From an optimization exercise on the open Yosys and OpenROAD flow, aimed at small area; shortcuts taken in it are not production practice.
The RTL was checked by simulation tests, not by an equivalence proof against the original design.
Power and IR drop assume default switching activity.

$ cat flow/run.sh
#!/bin/bash
# Standard ORFS flow (the standard.sh) with these changes:
#  - synthesis maps logic with ABC's area mapper (flow/abc.script) instead of
#    ORFS's delay-oriented script; everything else in synthesis is unchanged
#    (synth_recipe.tcl and ORFS's synth.tcl, with only the abc call edited);
#  - Yosys synth runs without its own early abc pass (SYNTH_ARGS=-noabc), so
#    the full adders written in the RTL reach extract_fa unchanged;
#  - timing-driven global placement does not keep the resizer changes it
#    makes while placing (GPL_KEEP_OVERFLOW=0);
#  - after global routing, cells on paths with positive slack are downsized
#    (RECOVER_POWER=100);
#  - the port buffers are made from the smallest buffer cell.
# ORFS writes each step's own log under orfs/logs/; make's output goes to
# make_finish.log.
set -euo pipefail
HERE=$PWD
sed "s#^  log_cmd abc {\*}\$abc_args\$#  log_cmd abc {*}[lreplace \$abc_args 1 1 $HERE/flow/abc.script]#" \
  "$FLOW_HOME/scripts/synth.tcl" > synth_custom.tcl
grep -q "flow/abc.script" synth_custom.tcl
sed "s#\$::env(SCRIPTS_DIR)/synth.tcl#$HERE/synth_custom.tcl#" synth_recipe.tcl > synth_recipe_custom.tcl
grep -q "synth_custom.tcl" synth_recipe_custom.tcl
bash standard.sh SYNTH_SCRIPT=$HERE/synth_recipe_custom.tcl \
  SYNTH_ARGS=-noabc GPL_KEEP_OVERFLOW=0 RECOVER_POWER=100 BUFFER_PORTS_ARGS="-buffer_cell sky130_fd_sc_hd__buf_1" ${FLOW_EXTRA:-} finish > make_finish.log 2>&1
$ cat flow/abc.script
strash; &get -n; &st; &dch; &nf -R 1000; &put; topo; stime -c
$ cat standard.sh
#!/bin/bash
# synth_recipe.tcl (not shown) runs the flow's synth.tcl, then flattens the netlist and writes it again
# the make line also repeats each setting of config.mk as NAME=value (left out here)
make -C /OpenROAD-flow-scripts/flow DESIGN_CONFIG=/design/flow/config.mk WORK_HOME=/design/flow/orfs CLKGATE_MAP_FILE= SYNTH_SCRIPT=/design/flow/synth_recipe.tcl "${@:-finish}"
$ cat config.mk
export PLATFORM = sky130hd
export DESIGN_NAME = DotProduct
export DESIGN_NICKNAME = DotProduct
export VERILOG_FILES = /design/flow/design.v
export SDC_FILE = /design/flow/constraint.sdc
export NUM_CORES = 4
export LEC_CHECK = 0
export CAP_MARGIN = 5
export CORE_MARGIN = 2
export CORE_UTILIZATION = 40
export CTS_BUF_LIST = sky130_fd_sc_hd__clkbuf_4 sky130_fd_sc_hd__clkbuf_8
export PLACE_DENSITY = 0.75
export SLEW_MARGIN = 5
$ cat constraint.sdc
create_clock -name core_clock -period 6.0 [get_ports {clk}]
set_input_delay 1.2000 -clock core_clock [delete_from_list [all_inputs] [get_ports {clk}]]
set_output_delay 1.2000 -clock core_clock [all_outputs]
set_load 0.01 [all_outputs]
$ cat design.v
module DotProduct(
   input clk,
   input GlobalReset,
   input [18:0] A_0,
   input [18:0] A_1,
   input [18:0] A_2,
   input [18:0] A_3,
   input [18:0] A_4,
   input [18:0] A_5,
   input [18:0] A_6,
   input [18:0] A_7,
   input [18:0] A_8,
   input [18:0] A_9,
   input [9:0] B_0,
   input [9:0] B_1,
   input [9:0] B_2,
   input [9:0] B_3,
   input [9:0] B_4,
   input [9:0] B_5,
   input [9:0] B_6,
   input [9:0] B_7,
   input [9:0] B_8,
   input [9:0] B_9,
   output [25:0] value);
   reg  [4:0] ph;
   always @(posedge clk)
      if (GlobalReset) ph <= 5'd0;
      else             ph <= ph + 5'd1;
   reg  [9:0] selr;
   always @(posedge clk)
      if (GlobalReset) selr <= 10'd1;
      else             selr <= {selr[8:0], ph == 5'd31};
   wire [9:0] sel = selr;
   wire active = |selr;
   wire first  = selr[0];
   wire [18:0] a = ({19{sel[0]}} & A_0) | ({19{sel[1]}} & A_1) | ({19{sel[2]}} & A_2)
                 | ({19{sel[3]}} & A_3) | ({19{sel[4]}} & A_4) | ({19{sel[5]}} & A_5)
                 | ({19{sel[6]}} & A_6) | ({19{sel[7]}} & A_7) | ({19{sel[8]}} & A_8)
                 | ({19{sel[9]}} & A_9);
   wire [9:0]  b = ({10{sel[0]}} & B_0) | ({10{sel[1]}} & B_1) | ({10{sel[2]}} & B_2)
                 | ({10{sel[3]}} & B_3) | ({10{sel[4]}} & B_4) | ({10{sel[5]}} & B_5)
                 | ({10{sel[6]}} & B_6) | ({10{sel[7]}} & B_7) | ({10{sel[8]}} & B_8)
                 | ({10{sel[9]}} & B_9);
   reg  [25:0] acc;
   reg  [9:0] cf;
   reg  [25:0] value_r;
   assign value = value_r;
   wire [25:0] accf = first ? 26'd24117248 : acc;
   wire [9:0] cff = cf & {10{~first}};
   wire [19:0] ax = {a[18], a};
   wire [20:0] ax2 = {a[18], a, 1'b0};
   wire [10:0] bx = {b, 1'b0};
   wire one0 = bx[1] ^ bx[0];
   wire two0 = (bx[2] & ~bx[1] & ~bx[0]) | (~bx[2] & bx[1] & bx[0]);
   wire neg0 = bx[2];
   wire [19:0] x0 = ({20{one0}} & ax | {20{two0}} & ax2[19:0]) ^ {20{neg0}};
   wire ns0 = active & ~x0[19];
   wire one1 = bx[3] ^ bx[2];
   wire two1 = (bx[4] & ~bx[3] & ~bx[2]) | (~bx[4] & bx[3] & bx[2]);
   wire neg1 = bx[4];
   wire [19:0] x1 = ({20{one1}} & ax | {20{two1}} & ax2[19:0]) ^ {20{neg1}};
   wire ns1 = active & ~x1[19];
   wire one2 = bx[5] ^ bx[4];
   wire two2 = (bx[6] & ~bx[5] & ~bx[4]) | (~bx[6] & bx[5] & bx[4]);
   wire neg2 = bx[6];
   wire [19:0] x2 = ({20{one2}} & ax | {20{two2}} & ax2[19:0]) ^ {20{neg2}};
   wire ns2 = active & ~x2[19];
   wire one3 = bx[7] ^ bx[6];
   wire two3 = (bx[8] & ~bx[7] & ~bx[6]) | (~bx[8] & bx[7] & bx[6]);
   wire neg3 = bx[8];
   wire [19:0] x3 = ({20{one3}} & ax | {20{two3}} & ax2[19:0]) ^ {20{neg3}};
   wire ns3 = active & ~x3[19];
   wire one4 = bx[9] ^ bx[8];
   wire two4 = (bx[10] & ~bx[9] & ~bx[8]) | (~bx[10] & bx[9] & bx[8]);
   wire neg4 = bx[10];
   wire [19:0] x4 = ({20{one4}} & ax | {20{two4}} & ax2[19:0]) ^ {20{neg4}};
   wire ns4 = active & ~x4[19];
  wire fs_0_0, fc_0_0;
  assign fs_0_0 = accf[0] ^ neg0 ^ x0[0];
  assign fc_0_0 = (accf[0] & neg0) | (accf[0] & x0[0]) | (neg0 & x0[0]);
  wire fs_1_1, fc_1_1;
  assign fs_1_1 = accf[1] ^ x0[1] ^ fc_0_0;
  assign fc_1_1 = (accf[1] & x0[1]) | (accf[1] & fc_0_0) | (x0[1] & fc_0_0);
  wire fs_2_2, fc_2_2;
  assign fs_2_2 = accf[2] ^ neg1 ^ x0[2];
  assign fc_2_2 = (accf[2] & neg1) | (accf[2] & x0[2]) | (neg1 & x0[2]);
  wire fs_2_3, fc_2_3;
  assign fs_2_3 = x1[0] ^ fs_2_2 ^ fc_1_1;
  assign fc_2_3 = (x1[0] & fs_2_2) | (x1[0] & fc_1_1) | (fs_2_2 & fc_1_1);
  wire fs_3_4, fc_3_4;
  assign fs_3_4 = accf[3] ^ x0[3] ^ x1[1];
  assign fc_3_4 = (accf[3] & x0[3]) | (accf[3] & x1[1]) | (x0[3] & x1[1]);
  wire fs_3_5, fc_3_5;
  assign fs_3_5 = fc_2_2 ^ fs_3_4 ^ fc_2_3;
  assign fc_3_5 = (fc_2_2 & fs_3_4) | (fc_2_2 & fc_2_3) | (fs_3_4 & fc_2_3);
  wire fs_4_6, fc_4_6;
  assign fs_4_6 = accf[4] ^ neg2 ^ x0[4];
  assign fc_4_6 = (accf[4] & neg2) | (accf[4] & x0[4]) | (neg2 & x0[4]);
  wire fs_4_7, fc_4_7;
  assign fs_4_7 = x1[2] ^ x2[0] ^ fc_3_4;
  assign fc_4_7 = (x1[2] & x2[0]) | (x1[2] & fc_3_4) | (x2[0] & fc_3_4);
  wire fs_4_8, fc_4_8;
  assign fs_4_8 = fs_4_6 ^ fs_4_7 ^ fc_3_5;
  assign fc_4_8 = (fs_4_6 & fs_4_7) | (fs_4_6 & fc_3_5) | (fs_4_7 & fc_3_5);
  wire fs_5_9, fc_5_9;
  assign fs_5_9 = accf[5] ^ x0[5] ^ x1[3];
  assign fc_5_9 = (accf[5] & x0[5]) | (accf[5] & x1[3]) | (x0[5] & x1[3]);
  wire fs_5_10, fc_5_10;
  assign fs_5_10 = x2[1] ^ fc_4_6 ^ fs_5_9;
  assign fc_5_10 = (x2[1] & fc_4_6) | (x2[1] & fs_5_9) | (fc_4_6 & fs_5_9);
  wire fs_5_11, fc_5_11;
  assign fs_5_11 = fc_4_7 ^ fs_5_10 ^ fc_4_8;
  assign fc_5_11 = (fc_4_7 & fs_5_10) | (fc_4_7 & fc_4_8) | (fs_5_10 & fc_4_8);
  wire fs_6_12, fc_6_12;
  assign fs_6_12 = accf[6] ^ cff[0] ^ neg3;
  assign fc_6_12 = (accf[6] & cff[0]) | (accf[6] & neg3) | (cff[0] & neg3);
  wire fs_6_13, fc_6_13;
  assign fs_6_13 = x0[6] ^ x1[4] ^ x2[2];
  assign fc_6_13 = (x0[6] & x1[4]) | (x0[6] & x2[2]) | (x1[4] & x2[2]);
  wire fs_6_14, fc_6_14;
  assign fs_6_14 = x3[0] ^ fs_6_12 ^ fc_5_9;
  assign fc_6_14 = (x3[0] & fs_6_12) | (x3[0] & fc_5_9) | (fs_6_12 & fc_5_9);
  wire fs_6_15, fc_6_15;
  assign fs_6_15 = fs_6_13 ^ fc_5_10 ^ fs_6_14;
  assign fc_6_15 = (fs_6_13 & fc_5_10) | (fs_6_13 & fs_6_14) | (fc_5_10 & fs_6_14);
  wire fs_7_16, fc_7_16;
  assign fs_7_16 = accf[7] ^ fc_6_12 ^ x0[7];
  assign fc_7_16 = (accf[7] & fc_6_12) | (accf[7] & x0[7]) | (fc_6_12 & x0[7]);
  wire fs_7_17, fc_7_17;
  assign fs_7_17 = x1[5] ^ x2[3] ^ x3[1];
  assign fc_7_17 = (x1[5] & x2[3]) | (x1[5] & x3[1]) | (x2[3] & x3[1]);
  wire fs_7_18, fc_7_18;
  assign fs_7_18 = fc_6_13 ^ fs_7_16 ^ fs_7_17;
  assign fc_7_18 = (fc_6_13 & fs_7_16) | (fc_6_13 & fs_7_17) | (fs_7_16 & fs_7_17);
  wire fs_7_19, fc_7_19;
  assign fs_7_19 = fc_6_14 ^ fs_7_18 ^ fc_6_15;
  assign fc_7_19 = (fc_6_14 & fs_7_18) | (fc_6_14 & fc_6_15) | (fs_7_18 & fc_6_15);
  wire fs_8_20, fc_8_20;
  assign fs_8_20 = accf[8] ^ neg4 ^ x0[8];
  assign fc_8_20 = (accf[8] & neg4) | (accf[8] & x0[8]) | (neg4 & x0[8]);
  wire fs_8_21, fc_8_21;
  assign fs_8_21 = x1[6] ^ x2[4] ^ x3[2];
  assign fc_8_21 = (x1[6] & x2[4]) | (x1[6] & x3[2]) | (x2[4] & x3[2]);
  wire fs_8_22, fc_8_22;
  assign fs_8_22 = x4[0] ^ fc_7_16 ^ fc_7_17;
  assign fc_8_22 = (x4[0] & fc_7_16) | (x4[0] & fc_7_17) | (fc_7_16 & fc_7_17);
  wire fs_8_23, fc_8_23;
  assign fs_8_23 = fs_8_20 ^ fs_8_21 ^ fc_7_18;
  assign fc_8_23 = (fs_8_20 & fs_8_21) | (fs_8_20 & fc_7_18) | (fs_8_21 & fc_7_18);
  wire fs_8_24, fc_8_24;
  assign fs_8_24 = fs_8_22 ^ fs_8_23 ^ fc_7_19;
  assign fc_8_24 = (fs_8_22 & fs_8_23) | (fs_8_22 & fc_7_19) | (fs_8_23 & fc_7_19);
  wire fs_9_25, fc_9_25;
  assign fs_9_25 = accf[9] ^ cff[1] ^ x0[9];
  assign fc_9_25 = (accf[9] & cff[1]) | (accf[9] & x0[9]) | (cff[1] & x0[9]);
  wire fs_9_26, fc_9_26;
  assign fs_9_26 = x1[7] ^ x2[5] ^ x3[3];
  assign fc_9_26 = (x1[7] & x2[5]) | (x1[7] & x3[3]) | (x2[5] & x3[3]);
  wire fs_9_27, fc_9_27;
  assign fs_9_27 = x4[1] ^ fc_8_20 ^ fc_8_21;
  assign fc_9_27 = (x4[1] & fc_8_20) | (x4[1] & fc_8_21) | (fc_8_20 & fc_8_21);
  wire fs_9_28, fc_9_28;
  assign fs_9_28 = fs_9_25 ^ fs_9_26 ^ fc_8_22;
  assign fc_9_28 = (fs_9_25 & fs_9_26) | (fs_9_25 & fc_8_22) | (fs_9_26 & fc_8_22);
  wire fs_9_29, fc_9_29;
  assign fs_9_29 = fs_9_27 ^ fc_8_23 ^ fs_9_28;
  assign fc_9_29 = (fs_9_27 & fc_8_23) | (fs_9_27 & fs_9_28) | (fc_8_23 & fs_9_28);
  wire fs_10_30, fc_10_30;
  assign fs_10_30 = accf[10] ^ x0[10] ^ x1[8];
  assign fc_10_30 = (accf[10] & x0[10]) | (accf[10] & x1[8]) | (x0[10] & x1[8]);
  wire fs_10_31, fc_10_31;
  assign fs_10_31 = x2[6] ^ x3[4] ^ x4[2];
  assign fc_10_31 = (x2[6] & x3[4]) | (x2[6] & x4[2]) | (x3[4] & x4[2]);
  wire fs_10_32, fc_10_32;
  assign fs_10_32 = fc_9_25 ^ fc_9_26 ^ fs_10_30;
  assign fc_10_32 = (fc_9_25 & fc_9_26) | (fc_9_25 & fs_10_30) | (fc_9_26 & fs_10_30);
  wire fs_10_33, fc_10_33;
  assign fs_10_33 = fs_10_31 ^ fc_9_27 ^ fs_10_32;
  assign fc_10_33 = (fs_10_31 & fc_9_27) | (fs_10_31 & fs_10_32) | (fc_9_27 & fs_10_32);
  wire fs_10_34, fc_10_34;
  assign fs_10_34 = fc_9_28 ^ fs_10_33 ^ fc_9_29;
  assign fc_10_34 = (fc_9_28 & fs_10_33) | (fc_9_28 & fc_9_29) | (fs_10_33 & fc_9_29);
  wire fs_11_35, fc_11_35;
  assign fs_11_35 = accf[11] ^ cff[2] ^ x0[11];
  assign fc_11_35 = (accf[11] & cff[2]) | (accf[11] & x0[11]) | (cff[2] & x0[11]);
  wire fs_11_36, fc_11_36;
  assign fs_11_36 = x1[9] ^ x2[7] ^ x3[5];
  assign fc_11_36 = (x1[9] & x2[7]) | (x1[9] & x3[5]) | (x2[7] & x3[5]);
  wire fs_11_37, fc_11_37;
  assign fs_11_37 = x4[3] ^ fc_10_30 ^ fc_10_31;
  assign fc_11_37 = (x4[3] & fc_10_30) | (x4[3] & fc_10_31) | (fc_10_30 & fc_10_31);
  wire fs_11_38, fc_11_38;
  assign fs_11_38 = fs_11_35 ^ fs_11_36 ^ fc_10_32;
  assign fc_11_38 = (fs_11_35 & fs_11_36) | (fs_11_35 & fc_10_32) | (fs_11_36 & fc_10_32);
  wire fs_11_39, fc_11_39;
  assign fs_11_39 = fs_11_37 ^ fc_10_33 ^ fs_11_38;
  assign fc_11_39 = (fs_11_37 & fc_10_33) | (fs_11_37 & fs_11_38) | (fc_10_33 & fs_11_38);
  wire fs_12_40, fc_12_40;
  assign fs_12_40 = accf[12] ^ x0[12] ^ x1[10];
  assign fc_12_40 = (accf[12] & x0[12]) | (accf[12] & x1[10]) | (x0[12] & x1[10]);
  wire fs_12_41, fc_12_41;
  assign fs_12_41 = x2[8] ^ x3[6] ^ x4[4];
  assign fc_12_41 = (x2[8] & x3[6]) | (x2[8] & x4[4]) | (x3[6] & x4[4]);
  wire fs_12_42, fc_12_42;
  assign fs_12_42 = fc_11_35 ^ fc_11_36 ^ fs_12_40;
  assign fc_12_42 = (fc_11_35 & fc_11_36) | (fc_11_35 & fs_12_40) | (fc_11_36 & fs_12_40);
  wire fs_12_43, fc_12_43;
  assign fs_12_43 = fs_12_41 ^ fc_11_37 ^ fs_12_42;
  assign fc_12_43 = (fs_12_41 & fc_11_37) | (fs_12_41 & fs_12_42) | (fc_11_37 & fs_12_42);
  wire fs_12_44, fc_12_44;
  assign fs_12_44 = fc_11_38 ^ fs_12_43 ^ fc_11_39;
  assign fc_12_44 = (fc_11_38 & fs_12_43) | (fc_11_38 & fc_11_39) | (fs_12_43 & fc_11_39);
  wire fs_13_45, fc_13_45;
  assign fs_13_45 = accf[13] ^ cff[3] ^ x0[13];
  assign fc_13_45 = (accf[13] & cff[3]) | (accf[13] & x0[13]) | (cff[3] & x0[13]);
  wire fs_13_46, fc_13_46;
  assign fs_13_46 = x1[11] ^ x2[9] ^ x3[7];
  assign fc_13_46 = (x1[11] & x2[9]) | (x1[11] & x3[7]) | (x2[9] & x3[7]);
  wire fs_13_47, fc_13_47;
  assign fs_13_47 = x4[5] ^ fc_12_40 ^ fc_12_41;
  assign fc_13_47 = (x4[5] & fc_12_40) | (x4[5] & fc_12_41) | (fc_12_40 & fc_12_41);
  wire fs_13_48, fc_13_48;
  assign fs_13_48 = fs_13_45 ^ fs_13_46 ^ fc_12_42;
  assign fc_13_48 = (fs_13_45 & fs_13_46) | (fs_13_45 & fc_12_42) | (fs_13_46 & fc_12_42);
  wire fs_13_49, fc_13_49;
  assign fs_13_49 = fs_13_47 ^ fc_12_43 ^ fs_13_48;
  assign fc_13_49 = (fs_13_47 & fc_12_43) | (fs_13_47 & fs_13_48) | (fc_12_43 & fs_13_48);
  wire fs_14_50, fc_14_50;
  assign fs_14_50 = accf[14] ^ x0[14] ^ x1[12];
  assign fc_14_50 = (accf[14] & x0[14]) | (accf[14] & x1[12]) | (x0[14] & x1[12]);
  wire fs_14_51, fc_14_51;
  assign fs_14_51 = x2[10] ^ x3[8] ^ x4[6];
  assign fc_14_51 = (x2[10] & x3[8]) | (x2[10] & x4[6]) | (x3[8] & x4[6]);
  wire fs_14_52, fc_14_52;
  assign fs_14_52 = fc_13_45 ^ fc_13_46 ^ fs_14_50;
  assign fc_14_52 = (fc_13_45 & fc_13_46) | (fc_13_45 & fs_14_50) | (fc_13_46 & fs_14_50);
  wire fs_14_53, fc_14_53;
  assign fs_14_53 = fs_14_51 ^ fc_13_47 ^ fs_14_52;
  assign fc_14_53 = (fs_14_51 & fc_13_47) | (fs_14_51 & fs_14_52) | (fc_13_47 & fs_14_52);
  wire fs_14_54, fc_14_54;
  assign fs_14_54 = fc_13_48 ^ fs_14_53 ^ fc_13_49;
  assign fc_14_54 = (fc_13_48 & fs_14_53) | (fc_13_48 & fc_13_49) | (fs_14_53 & fc_13_49);
  wire fs_15_55, fc_15_55;
  assign fs_15_55 = accf[15] ^ cff[4] ^ x0[15];
  assign fc_15_55 = (accf[15] & cff[4]) | (accf[15] & x0[15]) | (cff[4] & x0[15]);
  wire fs_15_56, fc_15_56;
  assign fs_15_56 = x1[13] ^ x2[11] ^ x3[9];
  assign fc_15_56 = (x1[13] & x2[11]) | (x1[13] & x3[9]) | (x2[11] & x3[9]);
  wire fs_15_57, fc_15_57;
  assign fs_15_57 = x4[7] ^ fc_14_50 ^ fc_14_51;
  assign fc_15_57 = (x4[7] & fc_14_50) | (x4[7] & fc_14_51) | (fc_14_50 & fc_14_51);
  wire fs_15_58, fc_15_58;
  assign fs_15_58 = fs_15_55 ^ fs_15_56 ^ fc_14_52;
  assign fc_15_58 = (fs_15_55 & fs_15_56) | (fs_15_55 & fc_14_52) | (fs_15_56 & fc_14_52);
  wire fs_15_59, fc_15_59;
  assign fs_15_59 = fs_15_57 ^ fc_14_53 ^ fs_15_58;
  assign fc_15_59 = (fs_15_57 & fc_14_53) | (fs_15_57 & fs_15_58) | (fc_14_53 & fs_15_58);
  wire fs_16_60, fc_16_60;
  assign fs_16_60 = accf[16] ^ x0[16] ^ x1[14];
  assign fc_16_60 = (accf[16] & x0[16]) | (accf[16] & x1[14]) | (x0[16] & x1[14]);
  wire fs_16_61, fc_16_61;
  assign fs_16_61 = x2[12] ^ x3[10] ^ x4[8];
  assign fc_16_61 = (x2[12] & x3[10]) | (x2[12] & x4[8]) | (x3[10] & x4[8]);
  wire fs_16_62, fc_16_62;
  assign fs_16_62 = fc_15_55 ^ fc_15_56 ^ fs_16_60;
  assign fc_16_62 = (fc_15_55 & fc_15_56) | (fc_15_55 & fs_16_60) | (fc_15_56 & fs_16_60);
  wire fs_16_63, fc_16_63;
  assign fs_16_63 = fs_16_61 ^ fc_15_57 ^ fs_16_62;
  assign fc_16_63 = (fs_16_61 & fc_15_57) | (fs_16_61 & fs_16_62) | (fc_15_57 & fs_16_62);
  wire fs_16_64, fc_16_64;
  assign fs_16_64 = fc_15_58 ^ fs_16_63 ^ fc_15_59;
  assign fc_16_64 = (fc_15_58 & fs_16_63) | (fc_15_58 & fc_15_59) | (fs_16_63 & fc_15_59);
  wire fs_17_65, fc_17_65;
  assign fs_17_65 = accf[17] ^ cff[5] ^ x0[17];
  assign fc_17_65 = (accf[17] & cff[5]) | (accf[17] & x0[17]) | (cff[5] & x0[17]);
  wire fs_17_66, fc_17_66;
  assign fs_17_66 = x1[15] ^ x2[13] ^ x3[11];
  assign fc_17_66 = (x1[15] & x2[13]) | (x1[15] & x3[11]) | (x2[13] & x3[11]);
  wire fs_17_67, fc_17_67;
  assign fs_17_67 = x4[9] ^ fc_16_60 ^ fc_16_61;
  assign fc_17_67 = (x4[9] & fc_16_60) | (x4[9] & fc_16_61) | (fc_16_60 & fc_16_61);
  wire fs_17_68, fc_17_68;
  assign fs_17_68 = fs_17_65 ^ fs_17_66 ^ fc_16_62;
  assign fc_17_68 = (fs_17_65 & fs_17_66) | (fs_17_65 & fc_16_62) | (fs_17_66 & fc_16_62);
  wire fs_17_69, fc_17_69;
  assign fs_17_69 = fs_17_67 ^ fc_16_63 ^ fs_17_68;
  assign fc_17_69 = (fs_17_67 & fc_16_63) | (fs_17_67 & fs_17_68) | (fc_16_63 & fs_17_68);
  wire fs_18_70, fc_18_70;
  assign fs_18_70 = accf[18] ^ x0[18] ^ x1[16];
  assign fc_18_70 = (accf[18] & x0[18]) | (accf[18] & x1[16]) | (x0[18] & x1[16]);
  wire fs_18_71, fc_18_71;
  assign fs_18_71 = x2[14] ^ x3[12] ^ x4[10];
  assign fc_18_71 = (x2[14] & x3[12]) | (x2[14] & x4[10]) | (x3[12] & x4[10]);
  wire fs_18_72, fc_18_72;
  assign fs_18_72 = fc_17_65 ^ fc_17_66 ^ fs_18_70;
  assign fc_18_72 = (fc_17_65 & fc_17_66) | (fc_17_65 & fs_18_70) | (fc_17_66 & fs_18_70);
  wire fs_18_73, fc_18_73;
  assign fs_18_73 = fs_18_71 ^ fc_17_67 ^ fs_18_72;
  assign fc_18_73 = (fs_18_71 & fc_17_67) | (fs_18_71 & fs_18_72) | (fc_17_67 & fs_18_72);
  wire fs_18_74, fc_18_74;
  assign fs_18_74 = fc_17_68 ^ fs_18_73 ^ fc_17_69;
  assign fc_18_74 = (fc_17_68 & fs_18_73) | (fc_17_68 & fc_17_69) | (fs_18_73 & fc_17_69);
  wire fs_19_75, fc_19_75;
  assign fs_19_75 = accf[19] ^ cff[6] ^ ns0;
  assign fc_19_75 = (accf[19] & cff[6]) | (accf[19] & ns0) | (cff[6] & ns0);
  wire fs_19_76, fc_19_76;
  assign fs_19_76 = x1[17] ^ x2[15] ^ x3[13];
  assign fc_19_76 = (x1[17] & x2[15]) | (x1[17] & x3[13]) | (x2[15] & x3[13]);
  wire fs_19_77, fc_19_77;
  assign fs_19_77 = x4[11] ^ fc_18_70 ^ fc_18_71;
  assign fc_19_77 = (x4[11] & fc_18_70) | (x4[11] & fc_18_71) | (fc_18_70 & fc_18_71);
  wire fs_19_78, fc_19_78;
  assign fs_19_78 = fs_19_75 ^ fs_19_76 ^ fc_18_72;
  assign fc_19_78 = (fs_19_75 & fs_19_76) | (fs_19_75 & fc_18_72) | (fs_19_76 & fc_18_72);
  wire fs_19_79, fc_19_79;
  assign fs_19_79 = fs_19_77 ^ fc_18_73 ^ fs_19_78;
  assign fc_19_79 = (fs_19_77 & fc_18_73) | (fs_19_77 & fs_19_78) | (fc_18_73 & fs_19_78);
  wire fs_20_80, fc_20_80;
  assign fs_20_80 = accf[20] ^ x1[18] ^ x2[16];
  assign fc_20_80 = (accf[20] & x1[18]) | (accf[20] & x2[16]) | (x1[18] & x2[16]);
  wire fs_20_81, fc_20_81;
  assign fs_20_81 = x3[14] ^ x4[12] ^ fc_19_75;
  assign fc_20_81 = (x3[14] & x4[12]) | (x3[14] & fc_19_75) | (x4[12] & fc_19_75);
  wire fs_20_82, fc_20_82;
  assign fs_20_82 = fc_19_76 ^ fs_20_80 ^ fc_19_77;
  assign fc_20_82 = (fc_19_76 & fs_20_80) | (fc_19_76 & fc_19_77) | (fs_20_80 & fc_19_77);
  wire fs_20_83, fc_20_83;
  assign fs_20_83 = fs_20_81 ^ fc_19_78 ^ fs_20_82;
  assign fc_20_83 = (fs_20_81 & fc_19_78) | (fs_20_81 & fs_20_82) | (fc_19_78 & fs_20_82);
  wire hs_20_0, hc_20_0;
  assign hs_20_0 = fc_19_79 ^ fs_20_83;
  assign hc_20_0 = fc_19_79 & fs_20_83;
  wire fs_21_84, fc_21_84;
  assign fs_21_84 = accf[21] ^ cff[7] ^ ns1;
  assign fc_21_84 = (accf[21] & cff[7]) | (accf[21] & ns1) | (cff[7] & ns1);
  wire fs_21_85, fc_21_85;
  assign fs_21_85 = x2[17] ^ x3[15] ^ x4[13];
  assign fc_21_85 = (x2[17] & x3[15]) | (x2[17] & x4[13]) | (x3[15] & x4[13]);
  wire fs_21_86, fc_21_86;
  assign fs_21_86 = fc_20_80 ^ fs_21_84 ^ fs_21_85;
  assign fc_21_86 = (fc_20_80 & fs_21_84) | (fc_20_80 & fs_21_85) | (fs_21_84 & fs_21_85);
  wire fs_21_87, fc_21_87;
  assign fs_21_87 = fc_20_81 ^ fs_21_86 ^ fc_20_82;
  assign fc_21_87 = (fc_20_81 & fs_21_86) | (fc_20_81 & fc_20_82) | (fs_21_86 & fc_20_82);
  wire hs_21_1, hc_21_1;
  assign hs_21_1 = fc_20_83 ^ fs_21_87;
  assign hc_21_1 = fc_20_83 & fs_21_87;
  wire fs_22_88, fc_22_88;
  assign fs_22_88 = accf[22] ^ x2[18] ^ x3[16];
  assign fc_22_88 = (accf[22] & x2[18]) | (accf[22] & x3[16]) | (x2[18] & x3[16]);
  wire fs_22_89, fc_22_89;
  assign fs_22_89 = x4[14] ^ fc_21_84 ^ fc_21_85;
  assign fc_22_89 = (x4[14] & fc_21_84) | (x4[14] & fc_21_85) | (fc_21_84 & fc_21_85);
  wire fs_22_90, fc_22_90;
  assign fs_22_90 = fs_22_88 ^ fc_21_86 ^ fs_22_89;
  assign fc_22_90 = (fs_22_88 & fc_21_86) | (fs_22_88 & fs_22_89) | (fc_21_86 & fs_22_89);
  wire fs_22_91, fc_22_91;
  assign fs_22_91 = fs_22_90 ^ fc_21_87 ^ hc_21_1;
  assign fc_22_91 = (fs_22_90 & fc_21_87) | (fs_22_90 & hc_21_1) | (fc_21_87 & hc_21_1);
  wire fs_23_92, fc_23_92;
  assign fs_23_92 = accf[23] ^ cff[8] ^ ns2;
  assign fc_23_92 = (accf[23] & cff[8]) | (accf[23] & ns2) | (cff[8] & ns2);
  wire fs_23_93, fc_23_93;
  assign fs_23_93 = x3[17] ^ x4[15] ^ fc_22_88;
  assign fc_23_93 = (x3[17] & x4[15]) | (x3[17] & fc_22_88) | (x4[15] & fc_22_88);
  wire fs_23_94, fc_23_94;
  assign fs_23_94 = fs_23_92 ^ fc_22_89 ^ fs_23_93;
  assign fc_23_94 = (fs_23_92 & fc_22_89) | (fs_23_92 & fs_23_93) | (fc_22_89 & fs_23_93);
  wire hs_23_2, hc_23_2;
  assign hs_23_2 = fc_22_90 ^ fs_23_94;
  assign hc_23_2 = fc_22_90 & fs_23_94;
  wire fs_24_95, fc_24_95;
  assign fs_24_95 = accf[24] ^ x3[18] ^ x4[16];
  assign fc_24_95 = (accf[24] & x3[18]) | (accf[24] & x4[16]) | (x3[18] & x4[16]);
  wire fs_24_96, fc_24_96;
  assign fs_24_96 = fc_23_92 ^ fs_24_95 ^ fc_23_93;
  assign fc_24_96 = (fc_23_92 & fs_24_95) | (fc_23_92 & fc_23_93) | (fs_24_95 & fc_23_93);
  wire fs_24_97, fc_24_97;
  assign fs_24_97 = fc_23_94 ^ fs_24_96 ^ hc_23_2;
  assign fc_24_97 = (fc_23_94 & fs_24_96) | (fc_23_94 & hc_23_2) | (fs_24_96 & hc_23_2);
  wire xs_25_3;
  assign xs_25_3 = accf[25] ^ cff[9];
  wire xs_25_4;
  assign xs_25_4 = xs_25_3 ^ ns3;
  wire xs_25_5;
  assign xs_25_5 = x4[17] ^ xs_25_4;
  wire xs_25_6;
  assign xs_25_6 = xs_25_5 ^ fc_24_95;
  wire xs_25_7;
  assign xs_25_7 = xs_25_6 ^ fc_24_96;
   wire [25:0] sum = {xs_25_7, fs_24_97, hs_23_2, fs_22_91, hs_21_1, hs_20_0, fs_19_79, fs_18_74, fs_17_69, fs_16_64, fs_15_59, fs_14_54, fs_13_49, fs_12_44, fs_11_39, fs_10_34, fs_9_29, fs_8_24, fs_7_19, fs_6_15, fs_5_11, fs_4_8, fs_3_5, fs_2_3, fs_1_1, fs_0_0};
   wire [9:0] cnext = {fc_24_97, fc_22_91, hc_20_0, fc_18_74, fc_16_64, fc_14_54, fc_12_44, fc_10_34, fc_8_24, fc_5_11};
   always @(posedge clk) begin
      acc <= sum;
      cf <= cnext;
      if (ph == 5'd29) value_r <= acc;
   end
endmodule
==> results.tsv, run 1 <==
metric	value	unit
status	finished clean	
Synth cell types	28	
post-synthesis simple-gate area fraction	0.0819	
final net count	1359	
routability cong.	0.997	
Layout Skew	0.00852	ns
Max Freq	168	MHz
clock net sink count	77	
Reg clk slew, reported paths	0.08	ns
largest net degree at the start of global routing	43	
IO Count	318	
hold path depth	0	
clk buf depth	2	
first-pass GRT wire length	43400	um
Final Hold Vio Count	0	
XOR/XNOR Fraction of Synth Area	0.129	
Synth Area in Adders	0.288	
die width	137	um
area occupied by registers	1810	um^2
Area Overhead vs Synth	29.1	%
cell leakage power	2.94	nW
RSZ-0062 raised after global routing	false	
TritonCTS clock tree	yes	
R2R cell count	12	
DRT Pass-1 Iters	9	
Internal	0.00236	W
Worst Path Required	6.33	ns
Initial Util	0.410	
combinational power share	0.679	
later-pin clock latency in the skew report	0.38	ns
DRT iter0 DRCs	1200	
post-synthesis mux area share	0.00281	
Seq/Total Area, Yosys	0.253	
post-route ant nets	0	
largest family of logic cells by synthesized area	adder cells	
crit path DAT	6.28	ns
initial antenna violation count	2	
gr usage total	0.318	
Slew headroom	0.204	
WL per Instance	24.6	um
CORE AREA	17400	um^2
clock root buffer master	clkbuf_8	
Gate Count Post-Synth	618	
NetSw	0.00172	W
DRC	0	
Worst setup endpoint	acc[8]$_DFF_P_	
Final min period	5.95	ns
gr ovfl total	0	
hold buffers post-CTS	0	
total die area	18900	um^2
Routed WL	29400	um
fillers	1569	
post-synth net total	1015	
FF-to-FF setup slack	0.24	ns
vias in the first global route	7445	
Post-DP HPWL	21900	um
Clock power frac	0.107	
Syn Std Cell Area	7120	um^2
IO Port Bufs	317	
Final Setup Violations	0	
# rows	48	
Setup TNS Final	0	ns
CTS Buf Count	9	
CP startpoint	B_6[3]	
sequential power share	0.214	
post-route clock period utilization	0.991	
min-delay worst type	reg2reg	
synthesis-stage register bit count	77	
Worst setup EP type	flop	
R2R Path End	acc[8]$_DFF_P_	
max-slew violations	0	
DIE HEIGHT	137	um
fin util	0.529	
synth warn	1	
routed vias	7352	
maximum VDD drop	0.237	mV
post-synthesis compound-gate area fraction	0.241	
max_cap viols	0	
power per cell area	444	nW/um^2
share of layout cells above drive strength 1	0.0807	
htree depth	3	
Net Sw Frac	0.421	
reg2reg start	selr[9]$_SDFF_PP0_	
worst-margin pin slew	1.19	ns
Worst Path Max Fanout	17	
kind of critical path	in2reg	
crit start category	input port	
Vias/cell	6.16	
Multi-input gate area	5480	um^2
Mapped Avg Cell Area	11.5	um^2
-- routing by layer --
| metal | vias up | GRT usage | routed length, um |
|---|---|---|---|
| li1 | 3203 | - | - |
| met1 | 3590 | 0.383 | 10800 |
| met2 | 485 | 0.524 | 14200 |
| met3 | 74 | 0.0625 | 2540 |
| met4 | 0 | 0.199 | 1800 |
| met5 | - | 0 | 0 |
-- stage by stage --
stage,total power [W],area (um^2),setup WS (ns),hold WS [ns],cells
after floorplan,0.00286,7260,-0.235,0.401,618
after global placement,0.00344,8740,-1.33,0.403,1160
after detailed placement,0.00365,8860,-0.887,0.409,1166
after CTS,0.00413,9140,0.0563,0.429,1186
after global routing,0.00455,9190,0.0209,0.433,1192
final,0.00408,9190,0.0525,0.428,1193
-- worst max-delay path, cell delays in order --
cell	delay, ns
buf_1	0.16
a222oi_1	0.76
and3_4	0.52
clkinv_1	0.29
o21ai_0	0.46
buf_12	0.22
o22ai_1	0.10
xnor2_1	0.20
fa_1	0.47
fa_1	0.43
fa_1	0.49
fa_1	0.44
fa_1	0.53
-- cells by family after synthesis --
family / Yosys count
fa+ha+maj: 105
flops: 77
compound gates: 219
xor+xnor: 105
mux: 2
buf+inv: 7
simple gates: 103
-- power by group through the flow --
stage / clock network, W / registers (W) / logic (W)
floorplan: 0 / 0.000847 / 0.00201
global placement: 0 / 0.000882 / 0.00255
detailed placement: 0 / 0.000882 / 0.00277
CTS: 0.000450 / 0.000874 / 0.00280
global route: 0.000472 / 0.000886 / 0.00320
finish: 0.000438 / 0.000874 / 0.00277
-- synth_stat cells --
master    instances  share of area
xnor2_1         100           0.12
fa_1             98           0.28
o22ai_1          89          0.078
a222oi_1         81           0.11
dfxtp_1          51           0.14
nor2b_1          40          0.035
a21boi_0         26          0.027
edfxtp_1         26           0.11
and3_1           25          0.022
nor2_1           14         0.0074
nand2_1           9         0.0047
a21oi_1           7         0.0049
clkinv_1          7         0.0037
ha_1              7          0.012
o21ai_0           5         0.0035
or2_0             5         0.0044
xor2_1            5         0.0062
nand3_1           4         0.0028
a211oi_1          3         0.0032
a22oi_1           3         0.0032
a221o_1           2         0.0028
a221oi_1          2         0.0025
mux2i_1           2         0.0028
nand4_1           2         0.0018
nor4_1            2         0.0018
a41o_1            1         0.0014
and4_1            1         0.0012
nor3_1            1        0.00070
-- registers in the layout, summed over array words and instances (netlist names) --
name / cells
acc: 26
cf: 10
ph: 5
selr: 10
value_r: 26
-- layout make-up --
cell class	count	share of cell area
antenna	1	0.000272
clock buffer	9	0.0135
clock inverter	7	0.0106
inverter	7	0.00300
multi-input combinational	535	0.596
sequential	77	0.197
tap	225	0.0306
timing repair buffer	332	0.149
-- timing repair --
item / in CTS / in global routing
resized for setup: 5 / 2
endpoints found under the setup margin: 27 / 13
cloned: 0 / 1
setup buffers: 4 / 5
pin swaps: 0 / 3
-- layout by cell type (no fill, tap or decap), drive strengths merged, types with 14 or more instances in the layout --
master and n:
and3 26, nor2 14, nor2b 40, a21boi 26, dfxtp 51, a222oi 81
o22ai 89, fa 98, edfxtp 26, xnor2 100, buf 330
-- worst min-delay path by stage --
stage / start / end / slack (ns)
2_1_floorplan: acc[0]$_DFF_P_ / value_r[0]$_DFFE_PN_ / 0.40
3_3_place_gp: acc[10]$_DFF_P_ / value_r[10]$_DFFE_PN_ / 0.40
3_5_place_dp: acc[10]$_DFF_P_ / value_r[10]$_DFFE_PN_ / 0.41
4_1_cts: acc[10]$_DFF_P_ / value_r[10]$_DFFE_PN_ / 0.43
5_1_grt: acc[10]$_DFF_P_ / value_r[10]$_DFFE_PN_ / 0.43
6_report: acc[10]$_DFF_P_ / value_r[10]$_DFFE_PN_ / 0.43
==> inputs of run 2 (changes only) <==
--- a/config.mk
+++ b/config.mk
@@ -7,7 +7,7 @@
 export LEC_CHECK = 0
 export CAP_MARGIN = 5
 export CORE_MARGIN = 2
-export CORE_UTILIZATION = 40
+export CORE_UTILIZATION = 50
 export CTS_BUF_LIST = sky130_fd_sc_hd__clkbuf_4 sky130_fd_sc_hd__clkbuf_8
-export PLACE_DENSITY = 0.75
+export PLACE_DENSITY = 0.7
 export SLEW_MARGIN = 5
==> results.tsv, run 2 <==
metric	value	unit	change
routed vias	7719		was 7,352
Worst setup EP type	flop		unchanged
share of layout cells above drive strength 1	0.0864		was 0.0807
Gate Count Post-Synth	618		unchanged
crit path DAT	6.19	ns	was 6.28 ns
most frequent cell after synthesis	xnor2_1		unchanged
Syn Std Cell Area	7120	um^2	unchanged
area leader, netlist	fa_1		unchanged
Worst setup endpoint	acc[22]$_DFF_P_		was acc[8]$_DFF_P_
first-pass GRT wire length	44200	um	was 43,400 um
clock net sink count	77		unchanged
Synth top cells by count	xnor2_1, fa_1, o22ai_1		unchanged
later-pin clock latency in the skew report	0.38	ns	about the same
fillers	1106		was 1,569
fin util	0.666		was 0.529
CORE AREA	13900	um^2	was 17,400 um^2
Power Total	0.00428	W	was 0.00408 W
post-route clock period utilization	0.977		was 0.991
CP startpoint	B_9[3]		was B_6[3]
Post-DP Area	8810	um^2	was 8860 um^2
Placement Setup Slack	-0.856	ns	was -0.887 ns
min-delay worst type	reg2reg		unchanged
WL per Instance	26.7	um	was 24.6 um
antenna diode count	0		was 1
IO Count	318		unchanged
Post-DP HPWL	23200	um	was 21,900 um
Layout Skew	0.0109	ns	was 0.00852 ns
die width	123	um	was 137 um
Final Setup Violations	0		unchanged
Initial Util	0.513		was 0.410
commonest non-fill, non-tap cell in the layout	buf_1		unchanged
power per cell area	463	nW/um^2	was 444 nW/um^2
R2R Path End	acc[12]$_DFF_P_		was acc[8]$_DFF_P_
Max Freq	171	MHz	was 168 MHz
largest net degree at the start of global routing	40		was 43
kind of critical path	in2reg		unchanged
vias in the first global route	7586		was 7,445
total die area	15200	um^2	was 18,900 um^2
gr ovfl total	0		unchanged
Vias/cell	6.70		was 6.16
crit start category	input port		unchanged
DRC	0		unchanged
DRT iter0 DRCs	1213		was 1,200
Area Overhead vs Synth	29.9	%	was 29.1%
synth warn	1		unchanged
maximum VDD drop	0.251	mV	was 0.237 mV
Mapped Avg Cell Area	11.5	um^2	unchanged
Top Registers	acc x26, value_r x26		unchanged
Routed WL	30800	um	was 29,400 um
DIE HEIGHT	123	um	was 137 um
Reg clk slew, reported paths	0.08	ns	about the same
EDFF count, synth	26		unchanged
# rows	43		was 48
FF-to-FF setup slack	0.20	ns	was 0.24 ns
fin area	9240	um^2	was 9190 um^2
Slew headroom	0.0579		was 0.204
reg2reg start	selr[3]$_SDFF_PP0_		was selr[9]$_SDFF_PP0_
initial antenna violation count	1		was 2
clock root buffer master	clkbuf_8		unchanged
gr usage total	0.402		was 0.318
IO Port Bufs	317		unchanged
R2R cell count	12		unchanged
Synth cell types	28		unchanged
synthesis-stage register bit count	77		unchanged
Seq/Total Area, Yosys	0.253		unchanged
area occupied by registers	1810	um^2	about the same
max-slew violations	0		unchanged
Worst Path Max Fanout	12		was 17
Primary FF master, synth	dfxtp_1		unchanged
final net count	1364		was 1,359
max_cap viols	0		unchanged
CTS Buf Count	9		unchanged
Final min period	5.86	ns	was 5.95 ns
Synth top area share	0.276		unchanged
clk buf depth	2		unchanged
post-synth net total	1015		unchanged
status	finished clean		unchanged
hold buffers post-CTS	0		unchanged
routability cong.	1.05		was 0.997
post-route ant nets	0		unchanged
FFs w/ async S/R, synth	0		unchanged
Final WS setup	0.138	ns	was 0.0525 ns
Multi-input gate area	5490	um^2	was 5480 um^2
worst-margin pin slew	1.41	ns	was 1.19 ns
most frequent cells in the layout	buf_1, xnor2_1, o22ai_1		unchanged
TritonCTS clock tree	yes		unchanged
cell leakage power	3.00	nW	was 2.94 nW
ranking of synthesized cells by area	fa_1, dfxtp_1, xnor2_1		unchanged
DRT Pass-1 Iters	13		was 9
Final Hold Vio Count	0		unchanged
htree depth	3		unchanged
Worst Path Required	6.32	ns	was 6.33 ns
==> run 2: cell count changes in the layout (fill, tap and decap cells not counted), sizes merged <==
| cell | before | now |
|---|---|---|
| bufinv | 2 | 4 |
| clkinv | 9 | 6 |
| inv | 1 | 0 |
| clkinvlp | 2 | 1 |
| clkbuf | 11 | 13 |
| diode | 1 | 0 |
| buf | 330 | 336 |
==> run 2: layout make-up <==
cell class | count | area share
multi-input combinational | 535 | 0.594
tap | 180 | 0.0244
clock buffer | 12 | 0.0165
clock inverter | 4 | 0.0130
inverter | 7 | 0.00338
timing repair buffer | 337 | 0.152
sequential | 77 | 0.196
==> run 2: kinds of logic (layout without fill, tap and decap cells) <==
logic type,after synthesis,after routing,synth area share
compound gates,219,219,0.241
xor+xnor,105,105,0.129
fa+ha+maj,105,105,0.288
buf+inv,7,360,0.00369
flops,77,77,0.253
mux,2,2,0.00281
simple gates,103,104,0.0819
==> run 2: worst min path at each step <==
stage	from	endpoint	slack, ns	depth (start not counted)
2_1_floorplan	acc[0]$_DFF_P_	value_r[0]$_DFFE_PN_	0.40	0
3_3_place_gp	acc[11]$_DFF_P_	value_r[11]$_DFFE_PN_	0.41	0
3_5_place_dp	acc[1]$_DFF_P_	value_r[1]$_DFFE_PN_	0.41	0
4_1_cts	acc[1]$_DFF_P_	value_r[1]$_DFFE_PN_	0.43	0
5_1_grt	acc[21]$_DFF_P_	value_r[21]$_DFFE_PN_	0.45	0
6_report	acc[1]$_DFF_P_	value_r[1]$_DFFE_PN_	0.43	0
==> run 2: critical path: stages <==
cell      delay, ns
buf_1          0.07
a222oi_1       0.76
and3_4         0.52
clkinv_1       0.33
a21oi_1        0.31
o21ai_4        0.09
buf_4          0.19
a21oi_1        0.19
xnor2_1        0.09
nor2_1         0.23
fa_1           0.49
fa_1           0.55
fa_1           0.44
ha_2           0.20
fa_2           0.51
==> run 2: stage by stage <==
stage	TNS, ns	std cells	hold WS (ns)
6_report	0	1152	0.432
5_1_grt	-0.107	1152	0.445
4_1_cts	-0.00224	1140	0.430
3_5_place_dp	-18.43	1121	0.407
3_3_place_gp	-33.97	1115	0.407
2_1_floorplan	-1.71	618	0.401
==> run 2: where the power goes <==
part	total, W	internal, W	switching, W	leakage, nW
combinational	0.00286	0.00137	0.00150	2.20
sequential	0.000877	0.000794	0.0000825	0.663
clock	0.000536	0.000339	0.000197	0.138
total	0.00428	0.00250	0.00178	3.00
==> run 2: per-layer routing <==
| metal | routed length (um) | GRT usage | vias up |
|---|---|---|---|
| li1 | - | - | 3212 |
| met1 | 11300 | 0.512 | 3771 |
| met2 | 14100 | 0.649 | 647 |
| met3 | 4380 | 0.151 | 87 |
| met4 | 1010 | 0.101 | 2 |
| met5 | 12 | 0 | - |
==> run 2: repair_timing <==
action	4_1_cts	5_1_grt
setup buffers	3	11
resized for setup	6	5
setup endpoints to repair	29	22
pin swaps	0	5
gates cloned	0	1
==> inputs of run 3 (changes only) <==
--- a/config.mk
+++ b/config.mk
@@ -7,7 +7,7 @@
 export LEC_CHECK = 0
 export CAP_MARGIN = 5
 export CORE_MARGIN = 2
-export CORE_UTILIZATION = 50
+export CORE_UTILIZATION = 40
 export CTS_BUF_LIST = sky130_fd_sc_hd__clkbuf_4 sky130_fd_sc_hd__clkbuf_8
-export PLACE_DENSITY = 0.7
+export PLACE_DENSITY = 0.5
 export SLEW_MARGIN = 5
==> results.tsv, run 3 <==
metric	value	unit	change
max-slew violations	0		unchanged
Top Family by Delay on Critical Path	adder cells		unchanged
kind of critical path	in2reg		unchanged
DRT iter0 DRCs	931		was 1,213
most frequent cells in the layout	buf_1, xnor2_1, o22ai_1		unchanged
DR WL met2	15000	um	was 14,100 um
CORE AREA	17400	um^2	was 13,900 um^2
EDFF count, synth	26		unchanged
routability cong.	0.954		was 1.05
post-route clock period utilization	0.970		was 0.977
R2R cell count	10		was 12
RSZ-0062 raised after global routing	false		
Layout Skew	0.00792	ns	was 0.0109 ns
synth warn	1		unchanged
clock net sink count	77		unchanged
maximum VDD drop	0.285	mV	was 0.251 mV
Max Freq	172	MHz	was 171 MHz
DIE HEIGHT	137	um	was 123 um
Worst Path Max Fanout	20		was 12
Gate Count Post-Synth	618		unchanged
gr usage total	0.318		was 0.402
post-synth net total	1015		unchanged
share of layout cells above drive strength 1	0.0756		was 0.0864
hold path depth	0		unchanged
FFs w/ async S/R, synth	0		unchanged
wl on met1	10800	um	was 11,300 um
met3 wire len	2030	um	was 4380 um
crit start category	input port		unchanged
CP Buf/Inv Count	1		was 3
largest net degree at the start of global routing	42		was 40
Final Setup Violations	0		unchanged
top routing layer in use	met5		unchanged
fin util	0.529		was 0.666
Syn Std Cell Area	7120	um^2	unchanged
# rows	48		was 43
Vias/cell	6.10		was 6.70
first-pass GRT wire length	43900	um	was 44,200 um
IO Port Bufs	317		unchanged
Primary FF master, synth	dfxtp_1		unchanged
max_cap viols	0		unchanged
die width	137	um	was 123 um
hold buffers post-CTS	0		unchanged
Post-DP HPWL	23200	um	about the same
Worst setup EP type	flop		unchanged
ranking of synthesized cells by area	fa_1, dfxtp_1, xnor2_1		unchanged
Synth cell types	28		unchanged
clk buf depth	2		unchanged
Seq/Total Area, Yosys	0.253		unchanged
Mapped Avg Cell Area	11.5	um^2	unchanged
worst path cell trace	buf_1, a222oi_1, and3_1, nand2_2, o22ai_1, xnor2_1, fa_1, fa_1, fa_1, fa_1, fa_1		was buf_1, a222oi_1, and3_4, clkinv_1, a21oi_1, o21ai_4, buf_4, a21oi_1, xnor2_1, nor2_1, fa_1, fa_1, fa_1, ha_2, fa_2
DRT Pass-1 Iters	9		was 13
Synth top cells by count	xnor2_1, fa_1, o22ai_1		unchanged
antenna diode count	0		unchanged
DRC	0		unchanged
Setup TNS Final	0	ns	unchanged
most frequent cell after synthesis	xnor2_1		unchanged
TritonCTS clock tree	yes		unchanged
Largest stage delay, worst path	0.83	ns	was 0.76 ns
post-route ant nets	0		unchanged
clock root buffer master	clkbuf_8		unchanged
Slew headroom	0.0716		was 0.0579
initial antenna violation count	2		was 1
min-delay worst type	reg2reg		unchanged
final net count	1358		was 1,364
Area Overhead vs Synth	28.9	%	was 29.9%
later-pin clock latency in the skew report	0.38	ns	about the same
gr ovfl total	0		unchanged
IO Count	318		unchanged
Initial Util	0.410		was 0.513
total die area	18900	um^2	was 15,200 um^2
Crit. path cell count	11		was 15
Final min period	5.82	ns	was 5.86 ns
power per cell area	440	nW/um^2	was 463 nW/um^2
WL per Instance	24.9	um	was 26.7 um
vias in the first global route	7477		was 7,586
Worst Path Required	6.33	ns	was 6.32 ns
most frequent CP cell	fa_1		unchanged
Reg clk slew, reported paths	0.08	ns	about the same
Synth top area share	0.276		unchanged
crit path max-delay cell type	and3_1		was a222oi_1
Final Hold Vio Count	0		unchanged
status	finished clean		unchanged
commonest non-fill, non-tap cell in the layout	buf_1		unchanged
CTS Buf Count	9		unchanged
synthesis-stage register bit count	77		unchanged
routed vias	7262		was 7,719
worst-margin pin slew	1.39	ns	was 1.41 ns
crit path DAT	6.15	ns	was 6.19 ns
area leader, netlist	fa_1		unchanged
Top Registers	acc x26, value_r x26		unchanged
Routed WL	29600	um	was 30,800 um
htree depth	3		unchanged
cell leakage power	2.93	nW	was 3.00 nW
## run 3: layer usage
layer  GRT usage  vias up
met1       0.377     3526
li1            -     3193
met4       0.193        4
met5           0        -
met3      0.0497       86
met2       0.542      453
## run 3: final timing paths
check,start,to,slack [ns]
worst max register to register,selr[1]$_SDFF_PP0_,acc[8]$_DFF_P_,0.22
worst min register to register,acc[17]$_DFF_P_,value_r[17]$_DFFE_PN_,0.43
worst min-delay path,acc[17]$_DFF_P_,value_r[17]$_DFFE_PN_,0.43
worst max-delay path,B_9[0],acc[8]$_DFF_P_,0.18
## run 3: power breakdown
part / internal (W) / switching (W)
Sequential: 0.000794 / 0.0000818
Clock: 0.000196 / 0.000208
Combinational: 0.00132 / 0.00144
## run 3: final cells by class
class | instances | area [um^2]
fill | 1632 | 8180
sequential | 77 | 1810
multi-input combinational | 535 | 5480
clock buffer | 10 | 131
clock inverter | 6 | 62.6
timing repair buffer | 331 | 1380
tap | 225 | 282
inverter | 7 | 27.5
## run 3: logic make-up (layout without fill, tap and decap cells)
| group | after synthesis | count (layout) | synth area share |
|---|---|---|---|
| mux | 2 | 2 | 0.00281 |
| flops | 77 | 77 | 0.253 |
| xor+xnor | 105 | 105 | 0.129 |
| fa+ha+maj | 105 | 105 | 0.288 |
| buf+inv | 7 | 354 | 0.00369 |
| simple gates | 103 | 104 | 0.0819 |
| compound gates | 219 | 219 | 0.241 |
## run 3: repair_timing
action | in CTS | in global routing
pin swaps | 2 | 3
gates resized for setup | 7 | 7
setup buffers | 6 | 2
endpoints found under the setup margin | 29 | 14
gates cloned | 0 | 1
## run 3: worst register-to-register path: stages, from the launching register on
cell	delay, ns
dfxtp_1	0.78
a222oi_1	0.78
and3_1	0.81
nand2_2	0.45
o22ai_1	0.33
xnor2_1	0.19
fa_1	0.50
fa_1	0.47
fa_1	0.48
fa_1	0.43
fa_1	0.53
## run 3: per-stage QoR
step	setup WS, ns	area [um^2]	cells	total power [W]	hold WS, ns
after global placement	-1.39	8740	1160	0.00353	0.408
after global routing	0.0245	9170	1191	0.00455	0.443
final	0.181	9170	1191	0.00404	0.430
after CTS	0.0128	9110	1187	0.00411	0.428
after floorplan	-0.235	7260	618	0.00286	0.401
after detailed placement	-0.876	8840	1165	0.00367	0.408
==> inputs of run 4 (changes only) <==
--- a/flow/run.sh
+++ b/flow/run.sh
@@ -9,6 +9,8 @@
 #    makes while placing (GPL_KEEP_OVERFLOW=0);
 #  - after global routing, cells on paths with positive slack are downsized
 #    (RECOVER_POWER=100);
+#  - clock tree synthesis adds no dummy loads (CTS_ARGS: ORFS's own
+#    arguments plus -dont_use_dummy_load);
 #  - the port buffers are made from the smallest buffer cell.
 # ORFS writes each step's own log under orfs/logs/; make's output goes to
 # make_finish.log.
@@ -20,4 +22,6 @@
 sed "s#\$::env(SCRIPTS_DIR)/synth.tcl#$HERE/synth_custom.tcl#" synth_recipe.tcl > synth_recipe_custom.tcl
 grep -q "synth_custom.tcl" synth_recipe_custom.tcl
 bash standard.sh SYNTH_SCRIPT=$HERE/synth_recipe_custom.tcl \
-  SYNTH_ARGS=-noabc GPL_KEEP_OVERFLOW=0 RECOVER_POWER=100 BUFFER_PORTS_ARGS="-buffer_cell sky130_fd_sc_hd__buf_1" ${FLOW_EXTRA:-} finish > make_finish.log 2>&1
+  SYNTH_ARGS=-noabc GPL_KEEP_OVERFLOW=0 RECOVER_POWER=100 \
+  CTS_ARGS="-sink_clustering_enable -repair_clock_nets -buf_list {sky130_fd_sc_hd__clkbuf_4 sky130_fd_sc_hd__clkbuf_8} -dont_use_dummy_load" \
+  BUFFER_PORTS_ARGS="-buffer_cell sky130_fd_sc_hd__buf_1" ${FLOW_EXTRA:-} finish > make_finish.log 2>&1
==> flow/abc.script (replaced) <==
strash; dch; amap; topo; stime -c
--- a/config.mk
+++ b/config.mk
@@ -9,5 +9,5 @@
 export CORE_MARGIN = 2
 export CORE_UTILIZATION = 40
 export CTS_BUF_LIST = sky130_fd_sc_hd__clkbuf_4 sky130_fd_sc_hd__clkbuf_8
-export PLACE_DENSITY = 0.5
+export PLACE_DENSITY = 0.6
 export SLEW_MARGIN = 5
==> results.tsv, run 4 <==
metric	value	unit	change
Routed WL	28500	um	was 29,600 um
Worst Path Max Fanout	42		was 20
Min Hold Slack	0.422	ns	was 0.430 ns
Final Setup Violations	0		unchanged
htree depth	3		unchanged
Gate Count Post-Synth	718		was 618
Layout Skew	0.0184	ns	was 0.00792 ns
WL per Instance	22.2	um	was 24.9 um
Initial Util	0.409		was 0.410
most frequent cells in the layout	buf_1, nor2_1, o22ai_1		was buf_1, xnor2_1, o22ai_1
Post-DP HPWL	20800	um	was 23,200 um
gr usage total	0.306		was 0.318
crit start category	input port		unchanged
Syn Std Cell Area	7110	um^2	was 7120 um^2
clk buf depth	2		unchanged
IO Port Bufs	317		unchanged
CORE AREA	17400	um^2	unchanged
min-delay worst type	reg2reg		unchanged
area occupied by registers	1810	um^2	about the same
Final min period	5.72	ns	was 5.82 ns
maximum VDD drop	0.207	mV	was 0.285 mV
synth warn	1		unchanged
cell leakage power	2.90	nW	was 2.93 nW
DRT iter0 DRCs	856		was 931
DRC	0		unchanged
gr ovfl total	0		unchanged
RSZ-0062 raised after global routing	false		unchanged
Final Hold Vio Count	0		unchanged
routed vias	7876		was 7,262
Worst setup EP type	flop		unchanged
Top Registers	acc x26, value_r x26		unchanged
die width	137	um	about the same
DRT Pass-1 Iters	12		was 9
fin area	9080	um^2	was 9170 um^2
initial antenna violation count	0		was 2
clock net sink count	77		unchanged
routability cong.	0.882		was 0.954
commonest non-fill, non-tap cell in the layout	buf_1		unchanged
Max Freq	175	MHz	was 172 MHz
FF-to-FF setup slack	0.41	ns	was 0.22 ns
EDFF count, synth	26		unchanged
synthesis-stage register bit count	77		unchanged
power per cell area	382	nW/um^2	was 440 nW/um^2
kind of critical path	in2reg		unchanged
vias in the first global route	7738		was 7,477
area leader, netlist	fa_1		unchanged
Synth cell types	27		was 28
Area Overhead vs Synth	27.8	%	was 28.9%
largest net degree at the start of global routing	43		was 42
FFs w/ async S/R, synth	0		unchanged
DIE HEIGHT	137	um	about the same
Mapped Avg Cell Area	9.90	um^2	was 11.5 um^2
total die area	18800	um^2	was 18,900 um^2
crit path DAT	5.98	ns	was 6.15 ns
status	finished clean		unchanged
post-route ant nets	0		unchanged
Primary FF master, synth	dfxtp_1		unchanged
post-synth net total	1115		was 1,015
post-route clock period utilization	0.954		was 0.970
TritonCTS clock tree	yes		unchanged
antenna diode count	0		unchanged
Post-DP Area	8840	um^2	about the same
Synth top cells by count	fa_1, nor2_1, o22ai_1		was xnor2_1, fa_1, o22ai_1
clock root buffer master	clkbuf_8		unchanged
ranking of synthesized cells by area	fa_1, dfxtp_1, a222oi_1		was fa_1, dfxtp_1, xnor2_1
final net count	1459		was 1,358
share of layout cells above drive strength 1	0.0642		was 0.0756
max_cap viols	0		unchanged
Worst Path Required	6.26	ns	was 6.33 ns
Vias/cell	6.13		was 6.10
# rows	48		unchanged
Synth top area share	0.276		about the same
Reg clk slew, reported paths	0.07	ns	was 0.08 ns
max-slew violations	0		unchanged
Seq/Total Area, Yosys	0.254		was 0.253
later-pin clock latency in the skew report	0.38	ns	about the same
CTS Buf Count	9		unchanged
Multi-input gate area	5430	um^2	was 5480 um^2
first-pass GRT wire length	43000	um	was 43,900 um
IO Count	318		unchanged
Setup TNS Final	0	ns	unchanged
fillers	1673		was 1,632
worst-margin pin slew	0.924	ns	was 1.39 ns
hold buffers post-CTS	0		unchanged
Slew headroom	0.384		was 0.0716
-- run 4: area by class of cell --
cell class | count | area share
multi-input cells | 628 | 0.598
flip-flops and latches | 77 | 0.200
repair buffers | 333 | 0.149
well taps | 225 | 0.0310
clock buffers | 9 | 0.0136
inverters | 13 | 0.00854
-- run 4: kinds of logic after synthesis --
logic type               after synthesis  share of synthesized area
AO/OA/AOI/OAI                        296                      0.292
adder cells (fa/ha/maj)              105                      0.288
buffers and inverters                 13                    0.00687
flip-flops                            77                      0.254
AND/OR/NAND/NOR                      227                      0.159
-- run 4: through the flow --
stage          std cells  utilization  setup slack (ns)  total power (W)
2_1_floorplan        718            -            -0.333          0.00252
3_3_place_gp        1260        0.502             -2.91          0.00314
3_5_place_dp        1267        0.509             -1.30          0.00322
4_1_cts             1281        0.522            0.0910          0.00357
5_1_grt             1285        0.523            0.0623          0.00393
6_report            1285        0.523             0.278          0.00347
-- run 4: path summary, 6_finish.rpt --
check | from | end | depth (start not counted)
setup / recovery | B_1[7] | acc[22]$_DFF_P_ | 16
hold / removal | acc[20]$_DFF_P_ | value_r[20]$_DFFE_PN_ | 0
setup reg to reg | selr[0]$_SDFF_PP1_ | acc[18]$_DFF_P_ | 17
hold reg to reg | acc[20]$_DFF_P_ | value_r[20]$_DFFE_PN_ | 0
-- run 4: critical path: stages --
cell	delay, ns
buf_1	0.07
a222oi_1	0.37
nand2_1	0.09
a221o_1	0.26
a221o_1	0.30
a221oi_4	0.29
bufinv_8	0.32
a221o_4	0.48
o22ai_1	0.18
a21oi_1	0.12
fa_1	0.45
fa_2	0.38
fa_2	0.45
fa_2	0.39
ha_1	0.20
fa_1	0.42
-- run 4: repair_timing --
item                                    in CTS  in global routing
buffers inserted                             5                  4
pin swaps                                    3                  0
cloned                                       0                  0
gates resized for setup                     10                  4
endpoints found under the setup margin      31                 15
-- run 4: routing by layer --
layer | track usage | wire length, um | up-vias
li1 | - | - | 3616
met1 | 0.397 | 11400 | 3734
met2 | 0.514 | 13600 | 475
met3 | 0.0497 | 2640 | 51
met4 | 0.118 | 911 | 0
met5 | 0 | 0 | -
-- run 4: power by group --
part | leakage (nW) | total, W | switching (W) | internal [W]
clock | 0.0647 | 0.000324 | 0.000190 | 0.000134
combinational | 2.17 | 0.00229 | 0.00122 | 0.00107
sequential | 0.664 | 0.000859 | 0.0000857 | 0.000773
total | 2.90 | 0.00347 | 0.00149 | 0.00198
==> inputs of run 5 (changes only) <==
==> flow/abc.script (replaced) <==
strash; &get -n; &st; &dch; &nf -R 1000; &put; topo; stime -c
--- a/config.mk
+++ b/config.mk
@@ -9,5 +9,5 @@
 export CORE_MARGIN = 2
 export CORE_UTILIZATION = 40
 export CTS_BUF_LIST = sky130_fd_sc_hd__clkbuf_4 sky130_fd_sc_hd__clkbuf_8
-export PLACE_DENSITY = 0.6
+export PLACE_DENSITY = 0.65
 export SLEW_MARGIN = 5
==> results.tsv, run 5 <==
metric	value	unit	change
clock root buffer master	clkbuf_8		unchanged
CTS Buf Count	9		unchanged
max-slew violations	0		unchanged
Slew headroom	0.210		was 0.384
Net Sw Frac	0.426		was 0.430
TritonCTS clock tree	yes		unchanged
post-synthesis mux area share	0.00281		was 0
crit start category	input port		unchanged
Multi-input gate area	5470	um^2	was 5430 um^2
IO Port Bufs	317		unchanged
RSZ-0062 raised after global routing	false		unchanged
share of layout cells above drive strength 1	0.0669		was 0.0642
Min Hold Slack	0.418	ns	was 0.422 ns
most frequent CP cell	fa_2		unchanged
clock net sink count	77		unchanged
die width	137	um	about the same
first-pass GRT wire length	42700	um	was 43,000 um
Layout Skew	0.0167	ns	was 0.0184 ns
XOR/XNOR Fraction of Synth Area	0.129		was 0
Seq/Total Area, Yosys	0.253		was 0.254
Gate Count Post-Synth	618		was 718
Final Hold Vio Count	0		unchanged
most frequent cells in the layout	buf_1, xnor2_1, o22ai_1		was buf_1, nor2_1, o22ai_1
DRT iter0 DRCs	845		was 856
Synth top cells by count	xnor2_1, fa_1, o22ai_1		was fa_1, nor2_1, o22ai_1
Area Overhead vs Synth	27.2	%	was 27.8%
post-synthesis simple-gate area fraction	0.0819		was 0.159
Synth cell types	28		was 27
sequential power share	0.228		was 0.247
Power Total	0.00385	W	was 0.00347 W
total die area	18900	um^2	was 18,800 um^2
gr usage total	0.314		was 0.306
Final min period	5.90	ns	was 5.72 ns
FFs w/ async S/R, synth	0		unchanged
Routed WL	28700	um	was 28,500 um
area occupied by registers	1810	um^2	about the same
cell leakage power	2.88	nW	was 2.90 nW
status	finished clean		unchanged
fillers	1609		was 1,673
crit path DAT	6.20	ns	was 5.98 ns
crit path max-delay cell type	and3_4		was a221o_4
htree depth	3		unchanged
Syn Std Cell Area	7120	um^2	was 7110 um^2
Post-DP Area	8820	um^2	was 8840 um^2
max_cap viols	0		unchanged
final net count	1355		was 1,459
antenna diode count	0		unchanged
most frequent cell after synthesis	xnor2_1		
gr ovfl total	0		unchanged
routability cong.	0.958		was 0.882
CORE AREA	17400	um^2	unchanged
Placed Cells	1164		was 1,267
largest net degree at the start of global routing	35		was 43
# rows	48		unchanged
DIE HEIGHT	137	um	about the same
ranking of synthesized cells by area	fa_1, dfxtp_1, xnor2_1		was fa_1, dfxtp_1, a222oi_1
Largest stage delay, worst path	0.61	ns	was 0.48 ns
fin util	0.521		was 0.523
kind of critical path	in2reg		unchanged
Worst setup EP type	flop		unchanged
Final Setup Violations	0		unchanged
post-route clock period utilization	0.983		was 0.954
synth warn	1		unchanged
maximum VDD drop	0.206	mV	was 0.207 mV
reg2reg start	selr[9]$_SDFF_PP0_		was selr[0]$_SDFF_PP1_
vias in the first global route	7380		was 7,738
Primary FF master, synth	dfxtp_1		unchanged
NetSw	0.00164	W	was 0.00149 W
DRT Pass-1 Iters	9		was 12
WL per Instance	24.3	um	was 22.2 um
post-synth net total	1015		was 1,115
-- run 5: worst paths after layout --
path,slack [ns],cells past startpoint,endpoint
setup / recovery,0.10,16,acc[22]$_DFF_P_
hold / removal,0.42,0,value_r[1]$_DFFE_PN_
setup reg to reg,0.30,15,acc[22]$_DFF_P_
hold reg to reg,0.42,0,value_r[1]$_DFFE_PN_
-- run 5: timing repair --
action | in CTS | in global routing
buffers inserted | 3 | 3
gates resized for setup | 4 | 2
setup endpoints to repair | 28 | 13
pin swaps | 2 | 1
cloned | 1 | 0
-- run 5: worst max-delay path, delay by kind of cell --
kind            cells  cell delay [ns]
buf+inv             4             0.81
fa+ha+maj           6             2.29
simple gates        1             0.61
xor+xnor            1             0.13
compound gates      4             1.14
-- run 5: power groups by stage --
stage	combinational (W)	clock, W	sequential (W)
floorplan	0.00201	0	0.000847
global placement	0.00257	0	0.000886
detailed placement	0.00270	0	0.000887
CTS	0.00272	0.000317	0.000878
global route	0.00315	0.000334	0.000891
finish	0.00267	0.000303	0.000877
-- run 5: cell type report --
cell class              instances  share of cell area
multi-input cells             535               0.605
flip-flops and latches         77               0.200
repair buffers                328               0.147
well taps                     225              0.0311
clock buffers                   9              0.0137
inverters                       7             0.00304
-- run 5: through the flow --
| step | setup TNS (ns) | setup slack (ns) |
|---|---|---|
| floorplan | -1.71 | -0.235 |
| global placement | -27.25 | -1.15 |
| detailed placement | -19.70 | -0.929 |
| CTS | 0 | 0.0473 |
| global route | 0 | 0.0144 |
| finish | 0 | 0.103 |
-- run 5: routing by layer --
layer,vias to the layer above,share of wire,global-route usage
met4,0,0.083,0.241
met5,-,0,0
met1,3527,0.37,0.376
met2,460,0.47,0.508
li1,3183,-,-
met3,86,0.081,0.0497
-- run 5: logic make-up after synthesis --
family / count (synthesis)
adders and majority gates: 105
muxes: 2
buffers and inverters: 7
AOI/OAI and AO/OA: 219
xor gates and xnor gates: 105
DFF: 77
and+or+nand+nor: 103

==> port drivers added, routing unchanged <==
Ports are ideal in the flow. The routed layouts listed here were re-timed in OpenROAD.
Step 1 assumes that a clkbuf_16 drives the clock port and a buf_2 every other input.
Step 2 also shifts input and output timing later by t, the mid clock arrival at the registers, as if the neighbouring blocks saw the same clock.
Slacks: ideal ports / drivers / drivers and shift; pairs: ideal ports / drivers.
run | t, ns | setup WS [ns]
run 1 | 0.416 | 0.053 / 0.070 / -0.346
run 2 | 0.408 | 0.138 / 0.155 / -0.254
run 3 | 0.414 | 0.181 / 0.190 / -0.224
run 4 | 0.413 | 0.278 / 0.290 / -0.123
run 5 | 0.406 | 0.103 / 0.121 / -0.285
With both steps, setup timing fails in every run listed, where it was met with ideal ports.
